What follows belongs to an exercise in optimizing a design on an open flow for small area, a short achievable clock period and few clock cycles; a production flow would make more cautious choices. Only simulation tests tie the RTL to the original design; equivalence was not proved. No activity file was given, so power comes from the tool's default toggle rates.

--- design/flow/design.v ---
module TopModule(input clk, rst,
  output [31:0] imem_addr,
  input  [31:0] imem_data,
  output [31:0] dmem_addr, dmem_wdata,
  output        dmem_we, dmem_re,
  input  [31:0] dmem_rdata);
  reg [29:0] pc;                  
  reg        d_v;                 
  reg [31:0] d_i;                 
  reg        e_wb, e_fl, e_ld, e_st, e_br, e_pt;
  reg        e_arith, e_inv, e_mem;
  reg [1:0]  e_cin, e_lop;
  reg        e_fa, e_fm;
  reg [3:0]  e_cond, e_dest;
  reg [11:0] e_f;
  reg [31:0] e_a, e_m;
  reg        m_wb, m_ld, m_st;
  reg [3:0]  m_dest;
  reg [31:0] m_res, m_wd;
  reg fN, fZ, fC, fV;
  reg [31:0] R [0:15];
  reg [15:0] rv;
  assign dmem_addr  = m_res;
  assign dmem_wdata = m_wd;
  assign dmem_we    = m_st;
  assign dmem_re    = m_ld;
  wire        w_en = m_wb | m_ld;
  wire [31:0] w_d  = m_ld ? dmem_rdata : m_res;
  assign imem_addr = {pc, 2'b00};
  wire [3:0] i_cond = d_i[31:28];
  wire [1:0] i_cls  = d_i[27:26];
  wire       i_I    = d_i[25];
  wire [3:0] i_op   = d_i[24:21];
  wire       i_S    = d_i[20];
  wire [3:0] i_rn   = d_i[19:16];
  wire [3:0] i_rd   = d_i[15:12];
  wire op_mov = i_op == 4'b1101, op_mvn = i_op == 4'b1111, op_add = i_op == 4'b0100,
       op_adc = i_op == 4'b0101, op_sub = i_op == 4'b0010, op_sbc = i_op == 4'b0110,
       op_and = i_op == 4'b0000, op_orr = i_op == 4'b1100, op_eor = i_op == 4'b0001,
       op_cmp = i_op == 4'b1010, op_tst = i_op == 4'b1000;
  wire i_dp   = i_cls == 2'b00;
  wire i_dpwb = i_dp & (op_mov | op_mvn | op_add | op_adc | op_sub | op_sbc | op_and | op_orr | op_eor);
  wire i_dpfl = i_dp & ((i_S & i_dpwb) | op_cmp | op_tst);
  wire i_mem  = (i_cls == 2'b01) & op_add;
  wire i_ld   = i_mem & i_S;
  wire i_st   = i_mem & ~i_S;
  wire i_br   = i_cls[1];
  wire i_al   = i_cond == 4'b1110;
  wire i_nv   = i_cond == 4'b1111;
  wire [3:0] i_ms  = i_st ? i_rd : d_i[3:0];
  wire i_urn = (i_dp & (op_add | op_adc | op_sub | op_sbc | op_and | op_orr | op_eor | op_cmp | op_tst)) | i_mem;
  wire i_um  = (i_dp & ~i_I & (i_dpwb | op_cmp | op_tst)) | i_st;
  wire [31:0] rfa = rv[i_rn] ? R[i_rn] : {28'd0, i_rn};
  wire [31:0] rfm = rv[i_ms] ? R[i_ms] : {28'd0, i_ms};
  wire [31:0] rda = (w_en & (m_dest == i_rn)) ? w_d : rfa;
  wire [31:0] rdm = (w_en & (m_dest == i_ms)) ? w_d : rfm;
  wire [29:0] i_tgt = pc + {{6{d_i[23]}}, d_i[23:0]};
  wire        i_pt  = i_br & (i_al | (d_i[23] & ~i_nv));    
  wire [29:0] i_alt = i_pt ? pc : i_tgt;                    
  wire [4:0]  i_amt  = d_i[11:7];
  wire [1:0]  i_typ  = d_i[6:5];
  wire [11:0] i_f = i_mem ? d_i[11:0] :
                    i_I   ? {d_i[11:8], 1'b0, 5'd0, 2'b11} :
                            {(i_typ == 2'b00) ? (5'd0 - i_amt) : i_amt, i_amt, i_typ};
  reg ex_exec;
  always @(*) begin
    case (e_cond)
      4'b0000: ex_exec = fZ;
      4'b0001: ex_exec = ~fZ;
      4'b0010: ex_exec = fC;
      4'b0011: ex_exec = ~fC;
      4'b0100: ex_exec = fN;
      4'b0101: ex_exec = ~fN;
      4'b0110: ex_exec = fV;
      4'b0111: ex_exec = ~fV;
      4'b1000: ex_exec = fC & ~fZ;
      4'b1001: ex_exec = ~fC | fZ;
      4'b1010: ex_exec = fN == fV;
      4'b1011: ex_exec = fN != fV;
      4'b1100: ex_exec = (fN == fV) & ~fZ;
      4'b1101: ex_exec = (fN != fV) & fZ;
      4'b1110: ex_exec = 1'b1;
      default: ex_exec = 1'b0;
    endcase
  end
  wire ex_redirect = e_br & (ex_exec != e_pt);
  wire [31:0] a  = (e_fa & m_wb) ? m_res : e_a;
  wire [31:0] mm = (e_fm & m_wb) ? m_res : e_m;
  wire [4:0]  s_r   = e_f[11:7];
  wire [4:0]  s_n   = e_f[6:2];
  wire [1:0]  s_t   = e_f[1:0];
  wire [31:0] s_r0 = s_r[0] ? {mm[0],     mm[31:1]}    : mm;
  wire [31:0] s_r1 = s_r[1] ? {s_r0[1:0],  s_r0[31:2]}  : s_r0;
  wire [31:0] s_r2 = s_r[2] ? {s_r1[3:0],  s_r1[31:4]}  : s_r1;
  wire [31:0] s_r3 = s_r[3] ? {s_r2[7:0],  s_r2[31:8]}  : s_r2;
  wire [31:0] s_rot = s_r[4] ? {s_r3[15:0], s_r3[31:16]} : s_r3;
  reg  [31:0] s_mask;
  integer j;
  always @(*) begin
    for (j = 0; j < 32; j = j + 1)
      case (s_t)
        2'b00:   s_mask[j] = j >= s_n;
        2'b11:   s_mask[j] = 1'b1;
        default: s_mask[j] = j + s_n <= 31;
      endcase
  end
  wire [31:0] sh = (s_rot & s_mask) | ({32{(s_t == 2'b10) & mm[31]}} & ~s_mask);
  wire [31:0] memoff = {{20{e_f[11] | ~e_f[10]}}, ~(e_f[11] ^ e_f[10]), ~e_f[10], e_f[9:0]};
  wire [31:0] b = e_mem ? memoff : sh;
  wire [31:0] y   = e_inv ? ~b : b;
  wire        cin = e_cin[1] ? (fC ^ e_cin[0]) : e_cin[0];
  wire [32:0] s33 = {a[31], a} + {y[31], y} + {32'd0, cin};
  reg  [31:0] lg;
  always @(*) begin
    case (e_lop)
      2'b00:   lg = a & y;
      2'b01:   lg = a | y;
      2'b10:   lg = a ^ y;
      default: lg = y;
    endcase
  end
  wire [31:0] res = e_arith ? s33[31:0] : lg;
  wire nN = res[31];
  wire nZ = e_arith ? (s33 == 33'd0) : ((lg == 32'd0) & ~e_inv);
  wire nC = e_arith & s33[32];
  wire nV = e_arith & (s33[31] ^ s33[32]);
  wire stall = d_v & e_ld & ex_exec &
               ((i_urn & (e_dest == i_rn)) | (i_um & (e_dest == i_ms)));
  wire id_redirect = d_v & i_pt;
  wire bubble = ~d_v | stall | ex_redirect | i_nv;
  always @(posedge clk or posedge rst) begin
    if (rst) begin
      pc <= 30'd0;
      d_v <= 1'b0;
      {e_wb, e_fl, e_ld, e_st, e_br} <= 5'd0;
      {m_wb, m_ld, m_st} <= 3'd0;
      {fN, fZ, fC, fV} <= 4'd0;
      rv <= 16'd0;
    end else begin
      if (ex_redirect)      pc <= e_a[31:2];
      else if (id_redirect) pc <= i_tgt;
      else if (!stall)      pc <= pc + 30'd1;
      if (ex_redirect | id_redirect) d_v <= 1'b0;
      else if (!stall)               d_v <= 1'b1;
      if (bubble) {e_wb, e_fl, e_ld, e_st, e_br} <= 5'd0;
      else begin
        e_wb <= i_dpwb;
        e_fl <= i_dpfl;
        e_ld <= i_ld;
        e_st <= i_st;
        e_br <= i_br & ~i_al;
      end
      m_wb <= e_wb & ex_exec;
      m_ld <= e_ld & ex_exec;
      m_st <= e_st & ex_exec;
      if (e_fl & ex_exec) {fN, fZ, fC, fV} <= {nN, nZ, nC, nV};
      if (w_en) rv[m_dest] <= 1'b1;
    end
  end
  always @(posedge clk) begin
    if (!stall) d_i <= imem_data;
    e_pt    <= i_pt;
    e_arith <= (i_dp & (op_add | op_adc | op_sub | op_sbc | op_cmp)) | i_mem;
    e_inv   <= i_dp & (op_sub | op_sbc | op_cmp | op_mvn);
    e_cin   <= op_adc ? 2'b10 : op_sbc ? 2'b11 : (op_sub | op_cmp) ? 2'b01 : 2'b00;
    e_lop   <= (op_and | op_tst) ? 2'b00 : op_orr ? 2'b01 : op_eor ? 2'b10 : 2'b11;
    e_mem   <= i_mem;
    e_fa    <= i_urn & e_wb & (e_dest == i_rn);
    e_fm    <= i_um & e_wb & (e_dest == i_ms);
    e_cond  <= i_cond;
    e_dest  <= i_rd;
    e_f     <= i_f;
    e_a     <= i_br ? {i_alt, 2'b00} : rda;
    e_m     <= (i_dp & i_I) ? {24'd0, d_i[7:0]} : rdm;
    m_dest <= e_dest;
    m_res  <= res;
    m_wd   <= mm;
    if (w_en) R[m_dest] <= w_d;
  end
endmodule
--- design/flow/run.sh ---
#!/bin/bash
# synth_recipe.tcl (not shown) runs the flow's synth.tcl, then flattens the netlist and writes it again
# the make line also repeats each setting of config.mk as NAME=value (left out here)
make -C /OpenROAD-flow-scripts/flow DESIGN_CONFIG=/design/flow/config.mk WORK_HOME=/design/flow/orfs CLKGATE_MAP_FILE= SYNTH_SCRIPT=/design/flow/synth_recipe.tcl finish
--- design/flow/constraint.sdc ---
create_clock -name core_clock -period 26.0 [get_ports {clk}]
set_input_delay 5.2000 -clock core_clock [delete_from_list [all_inputs] [get_ports {clk}]]
set_output_delay 5.2000 -clock core_clock [all_outputs]
set_load 0.01 [all_outputs]
--- design/flow/config.mk ---
export PLATFORM = sky130hd
export DESIGN_NAME = TopModule
export DESIGN_NICKNAME = TopModule
export VERILOG_FILES = /design/flow/design.v
export SDC_FILE = /design/flow/constraint.sdc
export NUM_CORES = 4
export LEC_CHECK = 0
export CAP_MARGIN = 20
export CORE_MARGIN = 2
export CORE_UTILIZATION = 40
export SETUP_SLACK_MARGIN = 1.0
export SLEW_MARGIN = 20
==> run notes <==
worst reg2reg max path: stages, from the launching register on:
cell       delay, ns
dfxtp_4         0.33
buf_4           0.82
mux2_2          0.50
mux2i_1         0.52
a2bb2oi_1       0.33
o221ai_1        0.22
o221ai_1        0.18
o21ai_0         0.28
a21oi_1         0.40
xor2_1          0.23
inv_1           0.08
ha_1            0.25
nor2b_1         0.16
o32ai_1         0.60
a21oi_1         0.20
or4b_2          0.66
nor4_1          0.20
o211ai_1        0.13
a2111oi_0       0.41
o2111ai_1       0.19
nor4_1          0.42
nand4_1         0.24
o31a_1          0.30
o31ai_1         0.08
flip-flops by register name, summed over array words and instances (netlist names), 2 cells and up, named ones only:
name and cells:
m_wd 32, e_lop 2, d_i 32, m_dest 4, e_cond 4, e_cin 2
e_a 32, rv 16, e_f 12, e_dest 4, pc 30, R 512
e_m 32, m_res 32
kinds of logic (layout without fill, tap and decap cells):
family | count (synthesis) | in the layout | synth area share
flops | 769 | 769 | 0.4674
compound gates | 826 | 826 | 0.1191
mux | 610 | 610 | 0.2341
simple gates | 838 | 838 | 0.08791
other cells | 1 | 9 | 0.00008293
fa+ha+maj | 113 | 113 | 0.03176
buf+inv | 404 | 538 | 0.03528
xor+xnor | 126 | 126 | 0.02440
power by group:
part | leakage, nW | switching, mW | internal, mW
clock | 1.45 | 0.537 | 0.745
combinational | 10.0 | 0.826 | 0.538
sequential | 7.11 | 0.213 | 1.47
per-layer routing:
layer,up-vias,track usage,routed length (um),share of wire
met3,338,0.06619,18790,0.11
li1,14470,-,-,-
met2,2127,0.4357,75420,0.45
met5,-,0,21,0.00012
met4,4,0.1262,8083,0.048
met1,17370,0.3913,66690,0.39
Yosys cell counts (all sizes together), types with 55 or more instances:
cell,n
a211oi,87
a21oi,237
buf,80
clkbuf,184
dfrtp,59
dfxtp,166
edfxtp,544
ha,110
inv,138
mux2,71
mux2i,188
mux4,351
nand2,283
nor2,216
nor2b,73
o21ai,164
xnor2,71
xor2,55
final cells by class:
| class | instances | area [um2] |
|---|---|---|
| clock buffers | 112 | 2341 |
| flip-flops and latches | 769 | 21160 |
| well taps | 1500 | 1877 |
| diodes | 7 | 17.52 |
| multi-input cells | 2515 | 22620 |
| clock inverters | 45 | 624.3 |
| repair buffers | 241 | 2237 |
| inverters | 140 | 525.5 |
| fillers | 10130 | 60950 |
per-stage QoR:
stage | utilization | cell area (um2) | hold WS (ns)
2_1_floorplan | - | 45220 | 0.3477
3_3_place_gp | 0.4309 | 48400 | 0.3894
3_5_place_dp | 0.4309 | 48410 | 0.3899
4_1_cts | 0.4573 | 51370 | 0.4033
5_1_grt | 0.4573 | 51380 | 0.4127
6_report | 0.4575 | 51390 | 0.3963
final timing paths:
kind / to / slack [ns] / start / cells past startpoint
min in group asynchronous: pc[28] / 5.12 / rst / 3
max: fZ / 18.16 / e_f[10] / 23
max in group asynchronous: m_ld / 20.22 / rst / 3
min reg2reg: e_cond[1] / 0.40 / d_i[29] / 0
max reg2reg: fZ / 18.16 / e_f[10] / 23
min: e_cond[1] / 0.40 / d_i[29] / 0
==> impl_metrics.py <==
metrics = {
    "clock_tree": {
        "cts_resized": 0,
        "numClockSinks": 769,
        "cts_tree": "yes",
        "cts_root_buffer": "clkbuf_16",
        "clk_pin_slew_ns": 0.07,
        "numCtsBuffers": 84,
        "clkLatencyLatePin_ns": 0.70,
        "post-cts-setup-buffers": 0,
        "holdBufCountCts": 0,
        "htreeDepth": 3,
        "clockBufferDepth": 3,
    },
    "hold_path": {
        "min_path_type": "register to register",
    },
    "setup_path": {
        "critPathMaxFanout": 74,
        "arrival_ns": 8.43,
        "critical_path_class": "register to register",
        "worstSetupEndpointType": "register",
        "crit_chain": "buf_4 -> mux2_2 -> mux2i_1 -> a2bb2oi_1 -> o221ai_1 -> o221ai_1 -> o21ai_0 -> a21oi_1 -> xor2_1 -> inv_1 -> ha_1 -> nor2b_1 -> o32ai_1 -> a21oi_1 -> or4b_2 -> nor4_1 -> o211ai_1 -> a2111oi_0 -> o2111ai_1 -> nor4_1 -> nand4_1 -> o31a_1 -> o31ai_1",
        "worst_path_max_delay_cell": "buf_4",
        "path_delay_family": "compound AO/OA/AOI/OAI gates",
        "path_buf_inv": 2,
        "crit_path_max_incr_delay_ns": 0.82,
        "crit_required_ns": 26.58,
        "crit_path_start_kind": "register",
    },
    "synth": {
        "synth_cell_types": 92,
        "synth_cells": 3687,
        "synth_area_leaders": "edfxtp_1 (36%), mux4_2 (17%), dfxtp_1 (7.3%), mux2i_1 (4.2%), dfrtp_1 (3.3%)",
        "synth_top_area_cell": "edfxtp_1",
        "yosysWarnings": 1,
        "synth_top_area_share": 0.3613,
        "ys_seq_elements": 769,
        "synth_enable_flop_cells": 544,
        "synthArstFlopShare": 0.07672,
        "avgSynthCellArea_um2": 12.26,
        "synth.yosys.seq_area_share": 0.4674,
        "synth_area_um2": 45220,
        "synth_flop_cell": "edfxtp_1",
    },
    "routing": {
        "drtPass1Iterations": 8,
        "via_count": 34310,
        "ant_nets": 0,
        "drcViolationCount": 0,
        "wl_per_cell_um": 31.71,
        "initialDrtViolationCount": 4902,
        "routed_wl_um": 169000,
        "avgViaCountPerCell": 6.438,
    },
    "timing": {
        "finalClockSkew_ns": 0.05248,
        "period_share": 0.3017,
        "relSlewSlack": 0.2411,
        "setup_violations": 0,
        "slew_violations": 0,
        "fin_crit_ns": 7.845,
        "worst_slew_pin_slew_ns": 1.131,
        "max_clock_freq_ghz": 0.1275,
        "setup-tns-final_ns": 0,
        "rsz0062_at_grt": "no",
        "hold_viol": 0,
        "fin_ws_ns": 18.16,
    },
    "floorplan": {
        "die-height_um": 340.2,
        "io_pins": 164,
        "die_x_um": 340.2,
        "coreArea_um2": 112300,
        "die-area_um2": 115800,
        "num_rows": 123,
        "start_util": 0.4025,
    },
    "grt": {
        "antenna_found_initial": 16,
        "grt_pass1_vias": 32640,
        "grt_pass1_wl_um": 240000,
        "grt_max_degree": 128,
        "grt_overflow": 0,
        "track_usage": 0.2860,
    },
    "flow_run": {
        "cap_violations": 0,
    },
    "placed_design": {
        "dp.cells": 5165,
        "post-dp-hpwl_um": 114600,
        "io_buffers": 161,
        "gp_congestion": 1.017,
        "dp_slack_ns": 18.39,
    },
    "final_layout": {
        "final_common_cell": "edfxtp_1",
        "layout.cells.non_filler": 5329,
        "area_growth_pct": 13.65,
        "final_nets": 3930,
        "drive_above_1_share": 0.1826,
        "final_cell_mix": "edfxtp_1 (544), mux4_2 (351), nand2_1 (281), a21oi_1 (237), nor2_1 (216)",
    },
    "run_status": {
        "status": "timing/DRC/antenna clean",
    },
    "power": {
        "p_total_mw": 4.328,
        "powerDensity_nw_per_um2": 84.21,
        "peakVddDrop_mv": 0.06085,
        "leakage_nw": 18.59,
    },
}
Testbench counts, summed over its fixed seeds: cycles 33,203.

port drivers added, routing unchanged:
Ports are ideal in the flow. The routed layout listed here was re-timed in OpenROAD. Step 1 assumes that a clkbuf_16 drives the clock port and a buf_2 every other input. Step 2 also shifts input and output timing later by t, the mid clock arrival at the registers, as if the neighbouring blocks saw the same clock. Slacks: ideal / step 1 / step 2; pairs: ideal / step 1.
t (ns): 0.740
slack for setup (ns): 18.155 / 18.155 / 18.155
worst hold slack (ns): 0.396 / 0.396 / 0.396
clock arrival spread, ns: 0.057 / 0.057
After both steps setup and hold are still met in this run. The setup slack of this run moves by 0.000 ns with the drivers and by 0.000 ns with both steps.
